Context: an optimization exercise on an open-source flow, tuned for small area and a short achievable clock period. The choices shown serve that exercise and are no tape-out recipe. Where RTL was checked, it was by simulation tests only, not by an equivalence proof against the original. Power figures rest on the tool's default switching activity, not on a simulated workload. The flow treats the clock pin as an ideal source, which a real chip does not have.

run A:
==> flow/design.v (excerpt) <==
module fifo (
	input  [31:0] DI,
	input         RE,
	input         WE,
	input         clk,
	input         rst,
	output [31:0] res,
	output        read_valid,
	output        r_err,
	output        w_err
);
export LEC_CHECK = 0
export CAP_MARGIN = 20
export CORE_MARGIN = 2
export CORE_UTILIZATION = 70
export CTS_BUF_LIST = sky130_fd_sc_hd__clkbuf_16
export CTS_CLUSTER_DIAMETER = 100
export CTS_CLUSTER_SIZE = 30
export SETUP_SLACK_MARGIN = 2.7
export SLEW_MARGIN = 20
create_clock -name core_clock -period 5.0 [get_ports {clk}]
standard.sh (not shown) runs the stock make flow with config.mk's settings and CLKGATE_MAP_FILE= SYNTH_SCRIPT=/design/flow/synth_recipe.tcl, a recipe that flattens the netlist after the stock synthesis.
==> flow/flow/run.sh <==
#!/bin/bash
# The standard layout with three changes:
#  - the read multiplexer of the standard synthesis is rebuilt as 32 select
#    lines, nor2 of the predecode registers lo_n/hi_n, feeding AND-OR cells
#    (flow/remap_readsel.py; registers are untouched),
#  - small port buffers (timing repair upsizes those on critical paths),
#  - a clock tree without dummy loads.
# make's output goes to standard_synth.log and standard.log here, each
# tool's own log to orfs/logs/.
set -euo pipefail
ARGS=(
  "BUFFER_PORTS_ARGS=-buffer_cell sky130_fd_sc_hd__buf_1"
  "CTS_ARGS=-sink_clustering_enable -repair_clock_nets -sink_clustering_size 30 -sink_clustering_max_diameter 100 -buf_list sky130_fd_sc_hd__clkbuf_16 -dont_use_dummy_load"
)
bash standard.sh "${ARGS[@]}" synth > standard_synth.log 2>&1
R=orfs/results/sky130hd/fifo/base
cp $R/1_2_yosys.v $R/1_2_yosys_standard.v
python3 flow/remap_readsel.py $R/1_2_yosys_standard.v $R/1_2_yosys.v > remap.log 2>&1
# rebuild the synthesis database from the re-mapped netlist
rm -f $R/1_synth.odb $R/1_synth.sdc
bash standard.sh "${ARGS[@]}" finish > standard.log 2>&1
Other scripts of this flow, unchanged in this note and not shown: flow/flow/remap_readsel.py
### run A -> run B
Settings: SETUP_SLACK_MARGIN: 2.7 -> 2.68; CAP_MARGIN: 20 -> 10; SLEW_MARGIN: 20 -> 10.
- Via count, run B vs run A: down slightly
- ~same internal power component in run A and run B
- [compare] base=run A new=run B: register area has remained practically unchanged; post-route fraction of the period consumed by the critical path stayed essentially flat; combinational share of power saw little to no change; total inserted antenna cells grew by 1; switching power total climbed 0.047 mW.
- Compared with run A, in run B combined global-route utilization of all metal layers has decreased; total routed wirelength went down; utilization lower; power dissipated in combinational cells stayed essentially flat.
### run B -> run C
Settings: SETUP_SLACK_MARGIN now 2.7, was 2.68.
==> comparison <==
Having completed the whole flow, run C delivered a layout that passed the timing, DRC and antenna checks. Run B ended up with r_err as its capture point of the critical path; run C ended up with w_err. [compare] base=run B new=run C: final weighted congestion of routability-driven global placement fell about 2.8%, fraction of the core area covered by cells at the end of the flow rose 0.56 points, total power about even.

* * *

fifo, a different RTL version from the one above (not shown whole).
Size in the first run: roughly 2100 cells after synthesis, roughly 0.039 sq mm of cells after synthesis.
clock: 5.0 ns
lec_check: 0
cap_margin: 20
core_margin: 2
core_utilization: 60
cts_buf_list: sky130_fd_sc_hd__clkbuf_16
cts_cluster_diameter: 100
cts_cluster_size: 25
setup_slack_margin: 2.5
slew_margin: 20
run.sh (not shown) runs the stock make flow with config.mk's settings and CLKGATE_MAP_FILE= SYNTH_SCRIPT=/design/flow/synth_recipe.tcl, a recipe that flattens the netlist after the stock synthesis.
Stock flow here: none of the scripts above is used.
The baseline completed with no timing, DRC or antenna violations.
Edit:
- CORE_UTILIZATION: 60 -> 40
- CTS_BUF_LIST: sky130_fd_sc_hd__clkbuf_16 -> unset
- CTS_CLUSTER_DIAMETER: 100 -> unset
- CTS_CLUSTER_SIZE: 25 -> unset
What happened: The new run completed without violations. Synthesized area does not change. Synthesized cell count does not change. Clock skew hardly moves. Die area came out higher by 49%. Worst setup slack improves by 57 ps. Design area came out higher by about 5.6%. Clock-buffer cell count came out higher by 83. Worst hold slack degrades by 18 ps. Routed wire length came out higher by about 0.34%. Power came out higher by 24%.
Edit:
- CORE_UTILIZATION: 40 -> 60
- CTS_BUF_LIST: unset -> sky130_fd_sc_hd__clkbuf_16
- CTS_CLUSTER_DIAMETER: unset -> 100
- CTS_CLUSTER_SIZE: unset -> 25
- SETUP_SLACK_MARGIN: 2.5 -> 2.9
What happened: The new run ran to the end with no violations; routed wire length drops by about 3.2%; core utilization came out higher by 20 points; count of clock-buffer cells in the layout drops by 82; non-clock buffer count goes up by 21; worst hold slack degrades by 16 ps; total power went down by 19%; die area falls by about 33%.
Edit:
- CORE_UTILIZATION: 60 -> 40
- SETUP_SLACK_MARGIN: 2.9 -> 2.7
Hold slack is better by 4.9 ps.
Worst setup slack is worse by 31 ps.
Sequential share of layout area is lower by 0.77 points.
Register-to-register slack is worse by 140 ps.
Sequential power stays flat.
Synthesized cell count stays the same.
Function was not checked in any run of this note: the RTL went through the layout flow alone.

* * *

fifo, a different RTL version from the one above (not shown whole).
For scale: about 2000 cells after synthesis, roughly 71 I/O pins, about 0.038 mm² of cells after synthesis.
export LEC_CHECK = 0
export CAP_MARGIN = 20
export CORE_MARGIN = 2
export CORE_UTILIZATION = 60
export CTS_BUF_LIST = sky130_fd_sc_hd__clkbuf_16
export CTS_CLUSTER_DIAMETER = 100
export CTS_CLUSTER_SIZE = 25
export SETUP_SLACK_MARGIN = 2.9
export SLEW_MARGIN = 20
create_clock -name core_clock -period 5.0 [get_ports {clk}]
standard.sh (not shown) runs the stock make flow with config.mk's settings and CLKGATE_MAP_FILE= SYNTH_SCRIPT=/design/flow/synth_recipe.tcl, a recipe that flattens the netlist after the stock synthesis.
==> flow/flow/run.sh <==
#!/bin/bash
# The standard layout with two changes: small port buffers (the flow's
# timing repair upsizes those on critical paths) and a clock tree without
# dummy loads.  Each tool's output goes to the ORFS logs under orfs/logs;
# make's own output goes to standard.log here.
set -euo pipefail
bash standard.sh \
  "BUFFER_PORTS_ARGS=-buffer_cell sky130_fd_sc_hd__buf_2" \
  "CTS_ARGS=-sink_clustering_enable -repair_clock_nets -sink_clustering_size 25 -sink_clustering_max_diameter 100 -buf_list sky130_fd_sc_hd__clkbuf_16 -dont_use_dummy_load" \
  finish > standard.log 2>&1
The first run went through all stages and came out clean.
Change:
==> flow/run.sh (new file) <==
#!/bin/bash
# synth_recipe.tcl (not shown) runs the flow's synth.tcl, then flattens the netlist and writes it again
# the make line also repeats each setting of config.mk as NAME=value (left out here)
make -C /OpenROAD-flow-scripts/flow DESIGN_CONFIG=/design/flow/config.mk WORK_HOME=/design/flow/orfs CLKGATE_MAP_FILE= SYNTH_SCRIPT=/design/flow/synth_recipe.tcl finish
removed: flow/flow/run.sh
removed: flow/standard.sh
=>
- routed wire length came out higher slightly
- count of clock-buffer cells in the layout is higher by 1
- non-clock buffer count went down by 3
- first-iteration DRC count went down by a few percent
- total power is higher slightly
- register-to-register slack barely changes
- area after synthesis stays the same
- sequential power barely changes

-- re-timing with driven ports --
Ports are ideal in the flow. The routed layouts listed here were re-timed in OpenROAD.
Step 1: set_driving_cell puts a clkbuf_16 on clk and a buf_2 on each other input, an assumption about the parent block.
Step 2 times the ports against the registers' clock, not the clock port: input delays grow and output delays shrink by t, the midpoint of the rising clock arrivals with the driver on.
Three values: ideal, step 1, step 2; two values: the first two.
run | shift t [ns] | slack for setup (ns) | latest minus earliest clock arrival (ns) | slew at the worst register clock pin (ns) | cell pins on the clock port's net
run A | 0.657 | 2.660 / 2.620 / 2.145 | 0.044 / 0.045 | 0.11 / 0.11 | 1
run B | 0.651 | 2.653 / 2.612 / 2.062 | 0.040 / 0.040 | 0.11 / 0.11 | 1
run C | 0.661 | 2.657 / 2.610 / 2.076 | 0.036 / 0.035 | 0.11 / 0.11 | 1
the first run of note 2 | 0.716 | 2.478 / 2.478 / 1.883 | 0.030 / 0.030 | 0.10 / 0.10 | 1
the second run of note 2 | 0.756 | 2.536 / 2.534 / 1.858 | 0.035 / 0.035 | 0.07 / 0.07 | 1
the third run of note 2 | 0.705 | 2.648 / 2.600 / 2.152 | 0.030 / 0.030 | 0.10 / 0.10 | 1
the fourth run of note 2 | 0.701 | 2.617 / 2.585 / 2.127 | 0.026 / 0.026 | 0.11 / 0.11 | 1
the first run of note 3 | 0.691 | 2.665 / 2.627 / 2.224 | 0.042 / 0.043 | 0.10 / 0.10 | 1
the second run of note 3 | 0.682 | 2.650 / 2.608 / 2.065 | 0.030 / 0.030 | 0.10 / 0.10 | 1
After both steps setup and hold are still met in every run listed. For the second run of note 2, which loses most, drivers alone change the setup slack by -0.002 ns; drivers and shift together by -0.678 ns.
